This is an optimization exercise on Yosys and OpenROAD, whose aim is small area, a short achievable clock period and few clock cycles, not a production implementation.
Only simulation tests tie the RTL to the original design; equivalence was not proved.

## flow/design.v (module list and top-level ports; edited modules follow where they fit)
// module CONV: 2272 lines
// module CONV_fa: 4 lines
module  CONV(
            input		  clk,
            input		  reset,
            output		  busy,
            input		  ready,
            output [11:0] iaddr,
            input  [19:0] idata,
            output	 	  cwr,
            output [11:0] caddr_wr,
            output [19:0] cdata_wr,
            output	 	  crd,
            output [11:0] caddr_rd,
            input  [19:0] cdata_rd,
            output [ 2:0] csel
        );
  // ...
==> flow/run.sh <==
#!/bin/bash
# synth_recipe.tcl (not shown) runs the flow's synth.tcl, then flattens the netlist and writes it again
# the make line also repeats each setting of config.mk as NAME=value (left out here)
make -C /OpenROAD-flow-scripts/flow DESIGN_CONFIG=/design/flow/config.mk WORK_HOME=/design/flow/orfs CLKGATE_MAP_FILE= SYNTH_SCRIPT=/design/flow/synth_recipe.tcl finish
==> flow/config.mk <==
export PLATFORM = sky130hd
export DESIGN_NAME = CONV
export DESIGN_NICKNAME = CONV
export VERILOG_FILES = /design/flow/design.v
export SDC_FILE = /design/flow/constraint.sdc
export NUM_CORES = 4
export LEC_CHECK = 0
export CAP_MARGIN = 20
export CORE_MARGIN = 2
export CORE_UTILIZATION = 40
export SLEW_MARGIN = 20
export SYNTH_HIERARCHICAL = 1
==> flow/constraint.sdc <==
create_clock -name core_clock -period 10.0 [get_ports {clk}]
set_input_delay 2.0000 -clock core_clock [delete_from_list [all_inputs] [get_ports {clk}]]
set_output_delay 2.0000 -clock core_clock [all_outputs]
set_load 0.01 [all_outputs]
==> run summary, run 1 <==
outcome=finished clean; commonest register cell after synthesis=dfxtp_1; H-tree Lvls=3; met1 usage=0.3170; max reg flops=460; leading cell types in the layout, fill and taps excluded=fa_1, dfxtp_1, inv_1; first-pass GRT wire length=184200 um; Avg Cell Area, Syn=15.95 um^2; die height=336.3 um; routed wl met2=60140 um; final wirelength=about 130000 um; grt ovf=0; Max-area cell class=multi-input combinational cells; postcts setup bufs=0; Multi-In Gates=1595; GRT Total Usage=0.2376; inverter count=223; largest net degree at the start of global routing=40; Tap Cells=1476; CTS tree=done; # DRC=0; Hold Path Depth=0; Ys Warns=7; FFs & Latches=around 930; Synth top area share=0.4479; count of input and output buffers=102; critical path depth=10; CP startpoint=cdata_rd[18]; placed cell count=4338; Post-Route Utilization=0.4613; CTS Hold Buffers Added=0; r2r endpoint=cdata_wr_r[15]; ranking of synthesized cells by area=fa_1, dfxtp_1, edfxtp_1; DR iter-0 viols=1561; number of global-route vias before repair=25.44k; row count=between 100 and 150; Synth Area in XOR/XNOR=0.01012; register area=around 19000 um^2; final slew viol count=0; Min Hold Slack=approximately 0.32 ns; clk_skew=0.03049 ns
Testbench counts, summed over its fixed seeds: cycles 94,302.
==> run 2, diff against run 1 <==
--- a/flow/design.v
+++ b/flow/design.v
@@ -20,17 +20,17 @@
 reg  [6:0] ry;         
 reg  [3:0] rr;         
 reg  [3:0] ws;         
 reg  [6:0] wq;         
 reg  [3:0] wr;         
 reg        cwr_r, csel1_r;
 reg [11:0] caddr_wr_r, caddr_rd_r;
 reg [19:0] cdata_wr_r;
-reg [19:0] pm, pa_r;
+reg [19:0] rb, pm, pa_r;
 assign busy     = busy_r;
 assign iaddr    = {ry[5:0], rx[5:0]};
 assign cwr      = cwr_r;
 assign caddr_wr = caddr_wr_r;
 assign cdata_wr = cdata_wr_r;
 assign crd      = busy_r;
 assign caddr_rd = caddr_rd_r;
 assign csel     = {1'b0, csel1_r, 1'b1};
@@ -2101,129 +2101,129 @@
 CONV_fa uw2037 (r1[233], w1956, w2036, w2037, w2038);
 wire w2039 = ~r1[236];
 wire w2040, w2041;
 CONV_fa uw2040 (w2039, r1[237], w1960, w2040, w2041);
 wire w2042 = r1[238] ^ r1[239];
 wire w2043 = r1[238] | r1[239];
 wire w2044 = 1'b0 ^ r1[240];
 wire w2045 = 1'b0 | r1[240];
-reg [105:0] r2;
-always @(posedge clk) r2 <= {w2045, r1[241], w2044, w2043, w1961, w2042, w2041, w1959, w2040, w2038, w1958, w2037, w2035, w1953, w2034, w2032, w1948, w2031, w2029, w1947, w2028, w2026, w1938, w2025, w2023, w1933, w2022, w2020, w1927, w2019, w2017, w1922, w2016, w2014, w1921, w2013, w2011, w1913, w2010, w2009, w1905, w2008, w2007, w1904, w2006, w2004, w1899, w2003, w2001, w1891, w2000, w1998, w1888, w1997, w1996, w1879, w1995, w1994, w1878, w1993, w1992, w1870, w1991, w1990, w1869, w1989, w1987, w1864, w1986, w1984, w1859, w1983, w1982, w1853, w1981, w1979, w1848, w1978, w1976, w1843, w1975, w1974, w1837, w1973, w1971, w1835, w1970, w1968, w1833, w1967, w1965, r1[14], w1964, w1963, r1[12], r1[11], w1962, r1[8], r1[7], r1[6], r1[5], r1[4], r1[3], r1[2], r1[1], r1[0]};
-wire w2046 = r2[6] ^ r2[7];
-wire w2047 = r2[6] & ~r2[7];
-wire w2048 = ~r2[11];
+wire w2046 = r1[6] ^ r1[7];
+wire w2047 = r1[6] & ~r1[7];
+wire w2048 = ~r1[12];
 wire w2049, w2050;
-CONV_fa uw2049 (r2[9], r2[10], w2048, w2049, w2050);
-wire w2051 = ~r2[14];
+CONV_fa uw2049 (r1[11], w2048, w1962, w2049, w2050);
+wire w2051 = ~r1[14];
 wire w2052, w2053;
-CONV_fa uw2052 (r2[12], r2[13], w2051, w2052, w2053);
-wire w2054 = ~r2[17];
+CONV_fa uw2052 (w2051, w1963, w1964, w2052, w2053);
+wire w2054 = ~w1833;
 wire w2055, w2056;
-CONV_fa uw2055 (r2[15], r2[16], w2054, w2055, w2056);
-wire w2057 = ~r2[19];
+CONV_fa uw2055 (w2054, w1965, w1967, w2055, w2056);
+wire w2057 = ~w1970;
 wire w2058, w2059;
-CONV_fa uw2058 (r2[18], w2057, r2[20], w2058, w2059);
-wire w2060 = ~r2[23];
+CONV_fa uw2058 (w1835, w1968, w2057, w2058, w2059);
+wire w2060 = ~w1837;
 wire w2061, w2062;
-CONV_fa uw2061 (r2[21], r2[22], w2060, w2061, w2062);
-wire w2063 = ~r2[25];
+CONV_fa uw2061 (w2060, w1971, w1973, w2061, w2062);
+wire w2063 = ~w1975;
 wire w2064, w2065;
-CONV_fa uw2064 (r2[24], w2063, r2[26], w2064, w2065);
-wire w2066 = ~r2[29];
+CONV_fa uw2064 (w1843, w2063, w1974, w2064, w2065);
+wire w2066 = ~w1848;
 wire w2067, w2068;
-CONV_fa uw2067 (r2[27], r2[28], w2066, w2067, w2068);
+CONV_fa uw2067 (w2066, w1976, w1978, w2067, w2068);
 wire w2069, w2070;
-CONV_fa uw2069 (r2[30], r2[31], r2[32], w2069, w2070);
-wire w2071 = ~r2[35];
+CONV_fa uw2069 (w1853, w1979, w1981, w2069, w2070);
+wire w2071 = ~w1859;
 wire w2072, w2073;
-CONV_fa uw2072 (r2[33], r2[34], w2071, w2072, w2073);
-wire w2074 = ~r2[37];
+CONV_fa uw2072 (w2071, w1982, w1983, w2072, w2073);
+wire w2074 = ~w1986;
 wire w2075, w2076;
-CONV_fa uw2075 (r2[36], w2074, r2[38], w2075, w2076);
-wire w2077 = ~r2[40];
+CONV_fa uw2075 (w1864, w1984, w2074, w2075, w2076);
+wire w2077 = ~w1989;
 wire w2078, w2079;
-CONV_fa uw2078 (r2[39], w2077, r2[41], w2078, w2079);
-wire w2080 = ~r2[44];
+CONV_fa uw2078 (w1987, w2077, w1869, w2078, w2079);
+wire w2080 = ~w1870;
 wire w2081, w2082;
-CONV_fa uw2081 (r2[42], r2[43], w2080, w2081, w2082);
-wire w2083 = ~r2[47];
+CONV_fa uw2081 (w1990, w2080, w1991, w2081, w2082);
+wire w2083 = ~w1878;
 wire w2084, w2085;
-CONV_fa uw2084 (r2[45], r2[46], w2083, w2084, w2085);
-wire w2086 = ~r2[50];
+CONV_fa uw2084 (w2083, w1992, w1993, w2084, w2085);
+wire w2086 = ~w1879;
 wire w2087, w2088;
-CONV_fa uw2087 (r2[48], r2[49], w2086, w2087, w2088);
-wire w2089 = ~r2[53];
+CONV_fa uw2087 (w2086, w1994, w1995, w2087, w2088);
+wire w2089 = ~w1888;
 wire w2090, w2091;
-CONV_fa uw2090 (r2[51], r2[52], w2089, w2090, w2091);
-wire w2092 = ~r2[55];
+CONV_fa uw2090 (w2089, w1996, w1997, w2090, w2091);
+wire w2092 = ~w2000;
 wire w2093, w2094;
-CONV_fa uw2093 (r2[54], w2092, r2[56], w2093, w2094);
-wire w2095 = ~r2[58];
+CONV_fa uw2093 (w1891, w1998, w2092, w2093, w2094);
+wire w2095 = ~w2003;
 wire w2096, w2097;
-CONV_fa uw2096 (r2[57], w2095, r2[59], w2096, w2097);
-wire w2098 = ~r2[62];
+CONV_fa uw2096 (w1899, w2001, w2095, w2096, w2097);
+wire w2098 = ~w1904;
 wire w2099, w2100;
-CONV_fa uw2099 (r2[60], r2[61], w2098, w2099, w2100);
-wire w2101 = ~r2[65];
+CONV_fa uw2099 (w2098, w2004, w2006, w2099, w2100);
+wire w2101 = ~w1905;
 wire w2102, w2103;
-CONV_fa uw2102 (r2[63], r2[64], w2101, w2102, w2103);
-wire w2104 = ~r2[68];
+CONV_fa uw2102 (w2101, w2008, w2007, w2102, w2103);
+wire w2104 = ~w1913;
 wire w2105, w2106;
-CONV_fa uw2105 (r2[66], r2[67], w2104, w2105, w2106);
-wire w2107 = ~r2[70];
+CONV_fa uw2105 (w2104, w2009, w2010, w2105, w2106);
+wire w2107 = ~w2013;
 wire w2108, w2109;
-CONV_fa uw2108 (r2[69], w2107, r2[71], w2108, w2109);
-wire w2110 = ~r2[74];
+CONV_fa uw2108 (w1921, w2011, w2107, w2108, w2109);
+wire w2110 = ~w1922;
 wire w2111, w2112;
-CONV_fa uw2111 (r2[72], r2[73], w2110, w2111, w2112);
-wire w2113 = ~r2[76];
+CONV_fa uw2111 (w2110, w2016, w2014, w2111, w2112);
+wire w2113 = ~w2019;
 wire w2114, w2115;
-CONV_fa uw2114 (r2[75], w2113, r2[77], w2114, w2115);
-wire w2116 = ~r2[80];
+CONV_fa uw2114 (w1927, w2113, w2017, w2114, w2115);
+wire w2116 = ~w1933;
 wire w2117, w2118;
-CONV_fa uw2117 (r2[78], r2[79], w2116, w2117, w2118);
-wire w2119 = ~r2[83];
+CONV_fa uw2117 (w2116, w2022, w2020, w2117, w2118);
+wire w2119 = ~w1938;
 wire w2120, w2121;
-CONV_fa uw2120 (r2[81], r2[82], w2119, w2120, w2121);
-wire w2122 = ~r2[85];
+CONV_fa uw2120 (w2119, w2025, w2023, w2120, w2121);
+wire w2122 = ~w2028;
 wire w2123, w2124;
-CONV_fa uw2123 (r2[84], w2122, r2[86], w2123, w2124);
-wire w2125 = ~r2[89];
+CONV_fa uw2123 (w1947, w2122, w2026, w2123, w2124);
+wire w2125 = ~w1948;
 wire w2126, w2127;
-CONV_fa uw2126 (r2[87], r2[88], w2125, w2126, w2127);
-wire w2128 = ~r2[91];
+CONV_fa uw2126 (w2031, w2125, w2029, w2126, w2127);
+wire w2128 = ~w2034;
 wire w2129, w2130;
-CONV_fa uw2129 (r2[90], w2128, r2[92], w2129, w2130);
-wire w2131 = ~r2[95];
+CONV_fa uw2129 (w1953, w2032, w2128, w2129, w2130);
+wire w2131 = ~w1958;
 wire w2132, w2133;
-CONV_fa uw2132 (r2[93], r2[94], w2131, w2132, w2133);
-wire w2134 = ~r2[96];
+CONV_fa uw2132 (w2131, w2035, w2037, w2132, w2133);
+wire w2134 = ~w2038;
 wire w2135, w2136;
-CONV_fa uw2135 (w2134, r2[97], r2[98], w2135, w2136);
-wire w2137 = ~r2[99];
+CONV_fa uw2135 (w1959, w2040, w2134, w2135, w2136);
+wire w2137 = ~w2041;
 wire w2138, w2139;
-CONV_fa uw2138 (w2137, r2[100], r2[101], w2138, w2139);
-wire w2140 = ~r2[103];
+CONV_fa uw2138 (w2042, w1961, w2137, w2138, w2139);
+wire w2140 = ~w2044;
 wire w2141, w2142;
-CONV_fa uw2141 (r2[102], w2140, r2[104], w2141, w2142);
-wire [37:0] suma = {~w2142, w2139, ~w2136, w2133, ~w2130, ~w2127, w2124, w2121, w2118, ~w2115, ~w2112, w2109, w2106, w2103, w2100, ~w2097, w2094, w2091, w2088, w2085, w2082, ~w2079, w2076, w2073, w2070, w2068, ~w2065, ~w2062, w2059, w2056, w2053, ~w2050, w2047, ~w2046, ~r2[4], r2[3], r2[1], ~r2[0]};
-wire [37:0] sumb = {~r2[105], ~w2141, w2138, ~w2135, w2132, ~w2129, ~w2126, w2123, w2120, w2117, ~w2114, ~w2111, w2108, w2105, w2102, w2099, ~w2096, w2093, w2090, w2087, w2084, w2081, ~w2078, w2075, w2072, w2069, w2067, ~w2064, ~w2061, w2058, w2055, w2052, ~w2049, ~r2[8], r2[5], 1'b0, ~r2[2], 1'b0};
+CONV_fa uw2141 (r1[241], w2043, w2140, w2141, w2142);
+reg [73:0] r2;
+always @(posedge clk) r2 <= {w2045, w2142, w2141, w2139, w2138, w2136, w2135, w2133, w2132, w2130, w2129, w2127, w2126, w2124, w2123, w2121, w2120, w2118, w2117, w2115, w2114, w2112, w2111, w2109, w2108, w2106, w2105, w2103, w2102, w2100, w2099, w2097, w2096, w2094, w2093, w2091, w2090, w2088, w2087, w2085, w2084, w2082, w2081, w2079, w2078, w2076, w2075, w2073, w2072, w2070, w2069, w2068, w2067, w2065, w2064, w2062, w2061, w2059, w2058, w2056, w2055, w2053, w2052, w2050, w2049, w2047, r1[8], w2046, r1[5], r1[4], r1[3], r1[2], r1[1], r1[0]};
+wire [37:0] suma = {~r2[72], r2[70], ~r2[68], r2[66], ~r2[64], ~r2[62], r2[60], r2[58], r2[56], ~r2[54], ~r2[52], r2[50], r2[48], r2[46], r2[44], ~r2[42], r2[40], r2[38], r2[36], r2[34], r2[32], ~r2[30], r2[28], r2[26], r2[24], r2[22], ~r2[20], ~r2[18], r2[16], r2[14], r2[12], ~r2[10], r2[8], ~r2[6], ~r2[4], r2[3], r2[1], ~r2[0]};
+wire [37:0] sumb = {~r2[73], ~r2[71], r2[69], ~r2[67], r2[65], ~r2[63], ~r2[61], r2[59], r2[57], r2[55], ~r2[53], ~r2[51], r2[49], r2[47], r2[45], r2[43], ~r2[41], r2[39], r2[37], r2[35], r2[33], r2[31], ~r2[29], r2[27], r2[25], r2[23], r2[21], ~r2[19], ~r2[17], r2[15], r2[13], r2[11], ~r2[9], ~r2[7], r2[5], 1'b0, ~r2[2], 1'b0};
 wire [37:0] acc  = suma + sumb;
 wire [19:0] relu = acc[37] ? 20'd0 : acc[35:16];
 wire       wlow  = wq < 7'd2;
 wire [6:0] wq2   = wlow ? wq + 7'd65 : wq;
 wire [6:0] pt    = wq2 - 7'd3;
 wire [4:0] pi    = pt[5:1];        
 wire       ph    = pt[0];          
 wire [3:0] psx   = wlow ? ws - 4'd1 : ws;
 wire       pact  = wq != 7'd2 && !(ws == 4'd0 && wlow);
 wire       l0we  = wq != 7'd0 && ws != 4'd8;
 wire [6:0] wx    = wq - 7'd1;
-wire [19:0] pmax = (cdata_rd > pm) ? cdata_rd : pm;
+wire [19:0] pmax = (rb > pm) ? rb : pm;
 always @(posedge clk or posedge reset) begin
     if (reset) begin
         busy_r  <= 1'b0;
         wact    <= 1'b0;
         cwr_r   <= 1'b0;
         csel1_r <= 1'b0;
     end else begin
         if (start)
@@ -2257,21 +2257,22 @@
             wq <= wq + 7'd1;
     end else
         wr <= wr + 4'd1;
     if (wr[3])
         caddr_wr_r <= {2'b00, psx[2:0], ph, wr[0], pi};
     else
         caddr_wr_r <= {ws[2:0], wr[2:0], wx[5:0]};
     caddr_rd_r <= {psx[2:0], ph, wr[2], wr[0], pi, wr[1]};
-    cdata_wr_r <= wr[3] ? (wr[0] ? pm : pa_r) : relu;
-    if (wr == 4'd1 || wr == 4'd5)
-        pm <= cdata_rd;
-    else if (wr != 4'd9)
+    cdata_wr_r <= wr[3] ? (wr[0] ? pmax : pa_r) : relu;
+    rb <= cdata_rd;
+    if (wr == 4'd2 || wr == 4'd6)
+        pm <= rb;
+    else
         pm <= pmax;
-    if (wr == 4'd4)
+    if (wr == 4'd5)
         pa_r <= pmax;
 end
 endmodule
 module CONV_fa(input a, input b, input c, output s, output co);
 assign s  = a ^ b ^ c;
 assign co = (a & b) | (a & c) | (b & c);
 endmodule
==> flow/flow/run.sh (new file) <==
#!/bin/bash
# Own layout flow: the standard flow (standard.sh, unchanged synthesis,
# floorplan, power grid and tap cells), with buf_2 cells as the port buffers
# instead of the delay buffer buffer_ports picks by default, and repair_timing
# aiming for 6.8 ns of setup slack.
# The full make/ORFS output goes to flow_standard.log in the work folder;
# ORFS also keeps a log per step under orfs/logs.
set -euo pipefail
bash standard.sh \
  "BUFFER_PORTS_ARGS=-buffer_cell sky130_fd_sc_hd__buf_2" \
  SETUP_SLACK_MARGIN=6.8 \
  finish > flow_standard.log 2>&1
==> flow/standard.sh (new file) <==
#!/bin/bash
# synth_recipe.tcl (not shown) runs the flow's synth.tcl, then flattens the netlist and writes it again
# the make line also repeats each setting of config.mk as NAME=value (left out here)
make -C /OpenROAD-flow-scripts/flow DESIGN_CONFIG=/design/flow/config.mk WORK_HOME=/design/flow/orfs CLKGATE_MAP_FILE= SYNTH_SCRIPT=/design/flow/synth_recipe.tcl "${@:-finish}"
==> flow/config.mk (replaced) <==
export PLATFORM = sky130hd
export DESIGN_NAME = CONV
export DESIGN_NICKNAME = CONV
export VERILOG_FILES = /design/flow/design.v
export SDC_FILE = /design/flow/constraint.sdc
export NUM_CORES = 4
export LEC_CHECK = 0
export CAP_MARGIN = 20
export CORE_MARGIN = 2
export CORE_UTILIZATION = 55
export CTS_CLUSTER_DIAMETER = 100
export CTS_CLUSTER_SIZE = 25
export PLACE_DENSITY = 0.68
export SLEW_MARGIN = 20
export SYNTH_HIERARCHICAL = 1
removed: flow/run.sh
==> run summary, run 2 <==
H-tree Lvls=2 (was 3); # DRC=0 (unchanged); outcome=finished clean (unchanged); # setup viols final=0 (unchanged); DR vias/cell=5.616 (was 4.965); Slew @ Worst Pin=1.061 ns (was 1.205 ns); non-filler cells, final=4006 (was 4513); Post-synth EDFFs=20 (was 40); global route hottest layer=met2 (unchanged); CTS tree=done (unchanged); DR iter-0 viols=1864 (was 1561); R2R setup slack=6.78 ns (was 6.21 ns); Routability Congestion=1.051 (was 0.9691); GRT Total Usage=0.3151 (was 0.2376); met2 usage=0.4741 (was 0.3721); grt ovf=0 (unchanged); max cap viols=0 (unchanged); share of post-route cells with drive strength above 1=0.1118 (was 0.07185); slowest CP cell=dfxtp_1 (was a21o_1); met1 usage=0.4282 (was 0.3170); worst endpoint required time=10.51 ns (was 10.43 ns); hpwl dp=96100 um (was 99880 um); Worst Setup Start Kind=register (was input port); final slew viol count=0 (unchanged); FFs w/ async S/R, synth=0.004372 (was 0.004320); leading cell types in the layout, fill and taps excluded=fa_1, dfxtp_1, inv_1 (unchanged); Via Count=22.50k (was 22.41k); fmax=310.4 MHz (was 222.7 MHz); Synth top area share=0.4474 (was 0.4479); row count=103 (was 121); count of input and output buffers=102 (unchanged); crit-path cells=fa_1 > fa_1 > fa_1 > fa_1 (was clkdlybuf4s50_1 > ha_1 > nand4_1 > nor2_1 > nand2_1 > o21ai_1 > a211oi_1 > a31oi_2 > a21o_1 > mux2_2); CTS Hold Buffers Added=0 (unchanged); total CTS buffers=45 (was 95); final antenna-violating net count=0 (unchanged); area grow syn2layout=7.180% (was 14.02%); clock root buffer master=clkbuf_16 (unchanged); hold path endpoint=sr[156] (was sr[325]); FF-to-FF path depth=4 (was 12); Reg-to-Reg Start=sr[25] (was r2[9]); most common cell after layout, fill and taps aside=fa_1 (unchanged); slew margin rel.=0.2908 (was 0.1955); clk_skew=0.06229 ns (was 0.03049 ns); # fillers=6048 (was 9450); Largest Register=sr (unchanged); ranking of synthesized cells by area=fa_1, dfxtp_1, ha_1 (was fa_1, dfxtp_1, edfxtp_1); clk sinks=915 (was 926); first-pass GRT wire length=179200 um (was 184200 um); commonest register cell after synthesis=dfxtp_1 (unchanged); FF+latch count, synth=915 (was 926); Initial Util=0.5578 (was 0.4046); Synth Cell Area=44210 um^2 (was 44160 um^2); CTS Buffer Depth=3 (unchanged); Final Critical Period=3.222 ns (was 4.489 ns); M3 GR Usage=0.09326 (was 0.04689); clock slew at reported path FFs=0.10 ns (was 0.06 ns); final wirelength=124900 um (was 129600 um); hold_sp=sr[136] (was sr[305]); Top Registers=sr: 460 flops, r1: 241 flops, r2: 73 flops (was sr: 460 flops, r1: 241 flops, r2: 104 flops); Avg Cell Area, Syn=15.74 um^2 (was 15.95 um^2); r2r endpoint=r1[73] (was cdata_wr_r[15]); placed cell count=3936 (was 4338); die height=287.5 um (was 336.3 um); Yosys cell types=64 (was 61); Final #Nets=4061 (was 4084); Hold Fails Final Rpt=0 (unchanged); worst setup path class=reg2reg (was in2reg); die area=82660 um^2 (was 113100 um^2); commonest cells in the synthesized netlist=fa_1, dfxtp_1, inv_1 (unchanged); WL per Instance=31.19 um (was 28.72 um); final setup TNS=0 ns (unchanged); sequential area share after synthesis=0.4193 (was 0.4293); DR pass1 iterations=5 (unchanged); Hold Path Depth=0 (unchanged); Hold WC Path Type=reg2reg (unchanged); Tcrit/Tclk final=0.3222 (was 0.4489); CP dominant cell by count=fa_1; area of the multi-input gates=24630 um^2 (was 24210 um^2); Ys Warns=7 (unchanged); largest net degree at the start of global routing=64 (was 40); CP arrival=3.73 ns (was 4.92 ns); RSZ-0062 raised after global routing=yes (was no); crit-path max FO=7 (was 20); number of global-route vias before repair=25.18k (was 25.44k); most numerous cell in the Yosys netlist=fa_1 (unchanged); Mapped Cells=2809 (was 2769); I/O Pins=105 (unchanged); Worst-Skew Late Latency=0.67 ns (was 0.69 ns); critical path endpoint category=register (unchanged); antenna violations before repair=5 (was 9); CP peak stage delay=0.89 ns (was 0.77 ns); area leader, netlist=fa_1 (unchanged); register area=18670 um^2 (was 18970 um^2); max reg flops=460 (unchanged); Placeable Area=79260 um^2 (was 109200 um^2); die width=287.5 um (was 336.3 um)
run 2: cell count changes in the layout (fill, tap and decap cells not counted), moves of 18 or more:
cell             delta
edfxtp_1           -20
clkbuf_16          -51
dfxtp_1            -86
clkdlybuf4s50_1   -102
mux2_2             +18
buf_2             +102
dfxtp_2            +94
run 2: layout make-up:
cell class	count	area share
multi-input cells	1641	0.5198
flip-flops and latches	915	0.3939
repair buffers	110	0.01220
clock inverters	10	0.003776
diodes	3	0.0001584
well taps	1050	0.02773
inverters	223	0.01767
clock buffers	54	0.02469
run 2: kinds of logic (layout without fill, tap and decap cells):
logic type                 after synthesis  after routing  synth area share
muxes                                   61             61           0.01497
DFF                                    915            915            0.4193
buffers and inverters                  274            397           0.02601
and+or+nand+nor                        247            247           0.02901
xor gates and xnor gates                52             52           0.01030
AOI/OAI and AO/OA                      176            177           0.02624
other                                    2             25         0.0001699
adders and majority gates             1082           1082            0.4740
run 2: worst max path at each step:
stage                        from  endpoint  slack, ns  depth (start not counted)
after CTS                  sr[21]    r1[34]       6.80                          4
final                      sr[25]    r1[73]       6.78                          4
after floorplan           r1[127]    r2[39]       7.17                          7
after detailed placement   pm[14]    pm[16]       6.57                         10
after global routing       busy_r       crd       6.78                          1
after global placement    sr[244]    r1[34]       6.54                          4
run 2: what timing repair did:
action                                  4_1_cts  5_1_grt
buffers inserted                              2        0
resized for setup                            65       38
gates cloned                                  1        0
hold endpoints to repair                      0        0
pin swaps                                     1        0
endpoints found under the setup margin      194       88
run 2: per-module statistics from Yosys, one instance, submodules excluded:
module	area [um^2]	copies in the design	flops+latches	cells inside
CONV_fa	20.02	987	0	1
CONV	24450	1	915	1822
run 2: stage by stage:
stage | setup slack, ns | cell area, um^2 | utilization | hold slack (ns)
3_5_place_dp | 6.574 | 45850 | 0.5785 | 0.3121
6_report | 6.778 | 47380 | 0.5979 | 0.3064
5_1_grt | 6.783 | 47380 | 0.5978 | 0.3188
3_3_place_gp | 6.542 | 45840 | 0.5783 | 0.3095
4_1_cts | 6.800 | 47310 | 0.5970 | 0.3140
2_1_floorplan | 7.172 | 44290 | - | 0.3096
run 2: worst max-delay path: cells and delay by family (launching register included):
family | cells | cell delay [ns]
DFF | 1 | 0.89
adders and majority gates | 4 | 2.18
run 2: layer usage:
metal,vias to the layer above,part of all wire
met1,12068,0.40
li1,8968,-
met3,276,0.099
met2,1183,0.45
met4,2,0.052
met5,-,0.00010
Testbench counts of run 2, summed over its fixed seeds: cycles 94,302.
==> run 3, diff against run 2 <==
--- a/flow/config.mk
+++ b/flow/config.mk
@@ -9,6 +9,5 @@
 export CORE_MARGIN = 2
-export CORE_UTILIZATION = 55
+export CORE_UTILIZATION = 40
 export CTS_CLUSTER_DIAMETER = 100
 export CTS_CLUSTER_SIZE = 25
-export PLACE_DENSITY = 0.68
 export SLEW_MARGIN = 20
==> run summary, run 3 <==
outcome=finished clean (unchanged); Hold Fails Final Rpt=0 (unchanged); hold_sp=sr[295] (was sr[136]); final wirelength=122100 um (was 124900 um); Reg-to-Reg Start=sr[6] (was sr[25]); grt ovf=0 (unchanged); Mapped Cells=2809 (unchanged); Slew @ Worst Pin=0.9183 ns (was 1.061 ns); Min Hold Slack=0.3121 ns (was 0.3064 ns); Worst-Skew Late Latency=0.68 ns (was 0.67 ns); leading cell types in the layout, fill and taps excluded=fa_1, dfxtp_1, inv_1 (unchanged); die height=336.5 um (was 287.5 um); Avg Cell Area, Syn=15.74 um^2 (unchanged); most numerous cell in the Yosys netlist=fa_1 (unchanged); # DRC=0 (unchanged); number of global-route vias before repair=23.86k (was 25.18k); FF+latch count, synth=915 (unchanged); # setup viols final=0 (unchanged); Synth Cell Area=44210 um^2 (unchanged); antenna violations before repair=9 (was 5); DR vias/cell=4.955 (was 5.616); final slew viol count=0 (unchanged); register area=18670 um^2 (about the same); area grow syn2layout=8.638% (was 7.180%); die width=336.5 um (was 287.5 um); Routability Congestion=0.9872 (was 1.051); largest net degree at the start of global routing=64 (unchanged); die area=113200 um^2 (was 82660 um^2); Initial Util=0.4045 (was 0.5578); hpwl dp=94360 um (was 96100 um); final setup margin=6.796 ns (was 6.778 ns); Hold Path Depth=0 (unchanged); Top Registers=sr: 460 flops, r1: 241 flops, r2: 73 flops (unchanged); Via Count=22.00k (was 22.50k); max cap viols=0 (unchanged); ranking of synthesized cells by area=fa_1, dfxtp_1, ha_1 (unchanged); critical path endpoint category=register (unchanged); RSZ-0062 raised after global routing=yes (unchanged); Post-synth EDFFs=20 (unchanged); fmax=312.1 MHz (was 310.4 MHz); area leader, netlist=fa_1 (unchanged); H-tree Lvls=2 (unchanged); area of the multi-input gates=24640 um^2 (was 24630 um^2); Yosys cell types=64 (unchanged); total CTS buffers=45 (unchanged); count of input and output buffers=102 (unchanged); Hold WC Path Type=reg2reg (unchanged); DR iter-0 viols=2033 (was 1864); worst setup path class=reg2reg (unchanged); final setup TNS=0 ns (unchanged); I/O Pins=105 (unchanged); Tcrit/Tclk final=0.3204 (was 0.3222); CP arrival=3.74 ns (was 3.73 ns); crit-path max FO=6 (was 7); Synth top area share=0.4474 (unchanged); Placeable Area=109300 um^2 (was 79260 um^2); clock slew at reported path FFs=0.09 ns (was 0.10 ns); Post-Route Utilization=0.4394 (was 0.5979); clock root buffer master=clkbuf_16 (unchanged); first-pass GRT wire length=173800 um (was 179200 um); commonest register cell after synthesis=dfxtp_1 (unchanged); final antenna-violating net count=0 (unchanged); Final Critical Period=3.204 ns (was 3.222 ns); Worst Setup Start Kind=register (unchanged); Largest Register=sr (unchanged); Final #Nets=4071 (was 4061); # fillers=9826 (was 6048); GRT Total Usage=0.2221 (was 0.3151); max reg flops=460 (unchanged); clk sinks=915 (unchanged); FFs w/ async S/R, synth=0.004372 (unchanged); clk_skew=0.04053 ns (was 0.06229 ns); share of post-route cells with drive strength above 1=0.1161 (was 0.1118); worst endpoint required time=10.54 ns (was 10.51 ns); row count=121 (was 103); slew margin rel.=0.3870 (was 0.2908); FF-to-FF path depth=5 (was 4); DR pass1 iterations=5 (unchanged); sequential area share after synthesis=0.4193 (unchanged); hold path endpoint=sr[315] (was sr[156]); CTS tree=done (unchanged); worst slack at placement=6.475 ns (was 6.574 ns); CTS Buffer Depth=3 (unchanged); R2R setup slack=6.80 ns (was 6.78 ns); most common cell after layout, fill and taps aside=fa_1 (unchanged); r2r endpoint=r1[42] (was r1[73]); Ys Warns=7 (unchanged); commonest cells in the synthesized netlist=fa_1, dfxtp_1, inv_1 (unchanged); WL per Instance=27.49 um (was 31.19 um)
-- run 3: cell counts after synthesis --
No cell type changed its count.
-- run 3: repair_timing --
item,4_1_cts,5_1_grt
pin swaps,1,1
gates cloned,1,0
endpoints found under the setup margin,205,79
setup buffers,8,4
hold buffers,0,0
resized for setup,83,28
-- run 3: worst max path at each step --
stage               depth (start not counted)  endpoint  startpoint  slack (ns)
floorplan                                   7    r2[39]     r1[127]        7.17
global placement                           10    pm[11]      pm[15]        6.53
detailed placement                         10    pm[17]      pm[14]        6.47
CTS                                         1       crd      busy_r        6.74
global route                                1       crd      busy_r        6.73
finish                                      5    r1[42]       sr[6]        6.80
-- run 3: metal layers --
layer / global-route usage / share of wire / vias up
met2: 0.3358 / 0.44 / 1008
met4: 0.08957 / 0.048 / 2
met1: 0.3078 / 0.42 / 11742
li1: - / - / 8983
met5: 0 / 0.00011 / -
met3: 0.05573 / 0.086 / 266
-- run 3: critical path, cell delays in order, from the launching register on --
cell	delay [ns]
dfxtp_1	0.85
inv_1	0.35
fa_1	0.50
fa_1	0.42
fa_1	0.55
fa_1	0.42
-- run 3: cell families (layout without fill, tap and decap cells) --
kind of cell / after synthesis / in the layout / share of synthesized area
fa+ha+maj: 1082 / 1082 / 0.4740
flops: 915 / 915 / 0.4193
buf+inv: 274 / 407 / 0.02601
simple gates: 247 / 247 / 0.02901
compound gates: 176 / 177 / 0.02624
mux: 61 / 61 / 0.01497
xor+xnor: 52 / 52 / 0.01030
other cells: 2 / 23 / 0.0001699
-- run 3: per-module statistics from Yosys (local to each module, per instance) --
| module | times used | cells inside | flops+latches | cell area [um^2] |
|---|---|---|---|---|
| CONV | 1 | 1822 | 915 | 24450 |
| CONV_fa | 987 | 1 | 0 | 20.02 |
-- run 3: per-stage QoR --
step / cell area, um^2 / instances
floorplan: 44290 / 2829
global placement: 46380 / 4362
detailed placement: 46380 / 4362
CTS: 47950 / 4435
global route: 48030 / 4439
finish: 48030 / 4440
-- run 3: area by class of cell --
| cell class | instances | share of cell area |
|---|---|---|
| antenna | 1 | 0.00005210 |
| clock buffer | 52 | 0.02444 |
| clock inverter | 12 | 0.003882 |
| inverter | 223 | 0.01743 |
| multi-input combinational | 1641 | 0.5130 |
| sequential | 915 | 0.3887 |
| tap | 1476 | 0.03845 |
| timing repair buffer | 120 | 0.01409 |
==> run 4, diff against run 3 <==
--- a/flow/flow/run.sh
+++ b/flow/flow/run.sh
@@ -4,3 +4,3 @@
 # instead of the delay buffer buffer_ports picks by default, and repair_timing
-# aiming for 6.8 ns of setup slack.
+# aiming for 7.0 ns of setup slack.
 # The full make/ORFS output goes to flow_standard.log in the work folder;
@@ -10,3 +10,3 @@
   "BUFFER_PORTS_ARGS=-buffer_cell sky130_fd_sc_hd__buf_2" \
-  SETUP_SLACK_MARGIN=6.8 \
+  SETUP_SLACK_MARGIN=7.0 \
   finish > flow_standard.log 2>&1
--- a/flow/config.mk
+++ b/flow/config.mk
@@ -7,2 +7,3 @@
 export LEC_CHECK = 0
+export ABC_AREA = 1
 export CAP_MARGIN = 20
==> run summary, run 4 <==
max reg flops=460 (unchanged); final slew viol count=0 (unchanged); slew margin rel.=0.4720 (was 0.3870); die area=115900 um^2 (was 113200 um^2); Mapped Cells=3312 (was 2809); worst setup path class=reg2out (was reg2reg); crit-path cells=buf_2 (was inv_1 > fa_1 > fa_1 > fa_1 > fa_1); # setup viols final=0 (unchanged); Worst-Skew Late Latency=0.71 ns (was 0.68 ns); I/O Pins=105 (unchanged); DR vias/cell=4.841 (was 4.955); placed cell count=4901 (was 4362); Placeable Area=112300 um^2 (was 109300 um^2); number of global-route vias before repair=25.93k (was 23.86k); Synth Cell Area=45280 um^2 (was 44210 um^2); final setup TNS=0 ns (unchanged); max cap viols=0 (unchanged); non-filler cells, final=4981 (was 4440); CP arrival=1.26 ns (was 3.74 ns); Tcrit/Tclk final=0.3261 (was 0.3204); row count=123 (was 121); commonest register cell after synthesis=dfxtp_1 (unchanged); clk sinks=915 (unchanged); Routability Congestion=0.9871 (was 0.9872); CTS tree=done (unchanged); CTS Hold Buffers Added=0 (unchanged); DR pass1 iterations=5 (unchanged); Hold WC Path Type=reg2reg (unchanged); GRT Total Usage=0.2311 (was 0.2221); WL per Instance=26.25 um (was 27.49 um); Via Count=24.11k (was 22.00k); Initial Util=0.4031 (was 0.4045); ranking of synthesized cells by area=fa_1, dfxtp_1, inv_1 (was fa_1, dfxtp_1, ha_1); Post-synth EDFFs=20 (unchanged); slowest CP cell=dfrtp_1 (was dfxtp_1); Worst Path Buf+Inv=1 (unchanged); leading cell types in the layout, fill and taps excluded=fa_1, dfxtp_1, inv_1 (unchanged); final wirelength=130800 um (was 122100 um); outcome=finished clean (unchanged); Avg Cell Area, Syn=13.67 um^2 (was 15.74 um^2); Top Registers=sr: 460 flops, r1: 241 flops, r2: 73 flops (unchanged); Largest Register=sr (unchanged); die width=340.5 um (was 336.5 um); CP delay by family, top=flip-flops (was adder cells); hpwl dp=101700 um (was 94360 um); first-pass GRT wire length=186900 um (was 173800 um); area leader, netlist=fa_1 (unchanged); worst endpoint required time=8.00 ns (was 10.54 ns); Final #Nets=4585 (was 4071); area grow syn2layout=9.518% (was 8.638%); Synth top area share=0.4368 (was 0.4474); critical path endpoint category=primary output (was register); H-tree Lvls=2 (unchanged); die height=340.5 um (was 336.5 um); Worst Setup Start Kind=register (unchanged); fmax=306.7 MHz (was 312.1 MHz); CTS Buffer Depth=3 (unchanged); Ys Warns=7 (unchanged); CP peak stage delay=0.43 ns (was 0.85 ns); FFs w/ async S/R, synth=0.004372 (unchanged); clock root buffer master=clkbuf_16 (unchanged); grt ovf=0 (unchanged); DR iter-0 viols=2023 (was 2033); Slew @ Worst Pin=0.7911 ns (was 0.9183 ns); sequential area share after synthesis=0.4094 (was 0.4193); clock slew at reported path FFs=0.10 ns (was 0.09 ns); FF+latch count, synth=915 (unchanged); Yosys cell types=48 (was 64); Hold Fails Final Rpt=0 (unchanged); total CTS buffers=48 (was 45); share of post-route cells with drive strength above 1=0.1270 (was 0.1161); commonest cells in the synthesized netlist=fa_1, dfxtp_1, inv_1 (unchanged); Final Critical Period=3.261 ns (was 3.204 ns); RSZ-0062 raised after global routing=yes (unchanged); antenna violations before repair=5 (was 9); Min Hold Slack=0.3074 ns (was 0.3121 ns); clk_skew=0.04187 ns (was 0.04053 ns); most common cell after layout, fill and taps aside=fa_1 (unchanged); crit-path max FO=4 (was 6); # DRC=0 (unchanged); final antenna-violating net count=0 (unchanged); largest net degree at the start of global routing=41 (was 64); most numerous cell in the Yosys netlist=fa_1 (unchanged); count of input and output buffers=102 (unchanged)
-- run 4: cell types whose count changed after synthesis, moves of 41 or more --
cell / change
nand2_2: +45
inv_1: +209
mux2_2: -41
nand3_1: +53
nor2_1: +78
nand2_1: +303
-- run 4: worst paths after layout --
path	from	endpoint	slack, ns	cells past startpoint
setup / recovery	busy_r	busy	6.74	1
hold / removal	sr[318]	sr[338]	0.31	0
setup reg to reg	sr[246]	r1[13]	7.00	4
hold reg to reg	sr[318]	sr[338]	0.31	0
max in group asynchronous	reset	wact	8.66	2
min in group asynchronous	reset	busy_r	1.19	2
-- run 4: Yosys stat by module (local to each module, per instance) --
module | flops+latches | cells inside | copies in the design | area [um^2]
CONV | 915 | 2325 | 1 | 25530
CONV_fa | 0 | 1 | 987 | 20.02
-- run 4: cell families (layout without fill, tap and decap cells) --
logic type,count (synthesis),in the layout,share of synthesized area
AO/OA/AOI/OAI,132,132,0.01583
XOR/XNOR,23,23,0.004448
adder cells (fa/ha/maj),1082,1082,0.4627
buffers and inverters,480,628,0.04189
flip-flops,915,915,0.4094
other,2,23,0.0001658
AND/OR/NAND/NOR,678,678,0.06556
-- run 4: final cells by class --
cell class | instances | area [um^2]
flip-flops and latches | 915 | 18810
clock buffers | 53 | 1220
clock inverters | 17 | 289.0
well taps | 1500 | 1877
multi-input cells | 1937 | 24940
inverters | 438 | 1644
fillers | 10286 | 62750
repair buffers | 120 | 818.3
diodes | 1 | 2.502
-- run 4: per-layer routing --
| layer | share of wire | GRT usage |
|---|---|---|
| met3 | 0.093 | 0.06306 |
| met5 | 0.00021 | 0 |
| met4 | 0.050 | 0.1020 |
| met1 | 0.41 | 0.3132 |
| met2 | 0.44 | 0.3492 |
-- run 4: through the flow --
step | util | worst slack, ns | cell area, um^2
3_3_place_gp | 0.4234 | 6.592 | 47570
6_report | 0.4415 | 6.739 | 49600
5_1_grt | 0.4414 | 6.681 | 49590
2_1_floorplan | - | 7.172 | 45360
4_1_cts | 0.4405 | 6.683 | 49490
3_5_place_dp | 0.4234 | 6.552 | 47570
-- run 4: timing repair --
action	CTS	global route
gates resized for setup	187	41
pin swaps	4	2
buffers inserted	8	0
setup endpoints to repair	260	109

afterwards: timing with drivers on the ports:
No port has a modelled driver above. Below, the same layouts with a new extraction and two added sets of constraints. Step 1 sets driving cells, clkbuf_16 on the clock port and buf_2 on the other inputs (assumed; they add their load-dependent delay and slew). Step 2 times the ports against the registers' clock, not the clock port: input delays grow and output delays shrink by t, the midpoint of the rising clock arrivals with the driver on. Three values: ideal ports, drivers, drivers and shift; two values: the first two.
run | shift t [ns] | setup WS [ns] | hold slack, ns | worst register clock-pin slew, ns | cell pins on the clock port's net
run 1 | 0.753 | 5.511 / 5.564 / 4.811 | 0.320 / 0.320 / 0.320 | 0.07 / 0.07 | 1
run 2 | 0.713 | 6.778 / 6.766 / 6.778 | 0.306 / 0.306 / 0.306 | 0.11 / 0.11 | 1
run 3 | 0.731 | 6.796 / 6.735 / 6.796 | 0.312 / 0.312 / 0.312 | 0.11 / 0.11 | 1
run 4 | 0.761 | 6.739 / 6.663 / 6.795 | 0.307 / 0.307 / 0.307 | 0.11 / 0.11 | 1
After both steps setup and hold are still met in every run listed. The setup slack of run 1, which loses most, moves by +0.053 ns with the drivers and by -0.700 ns with both steps.
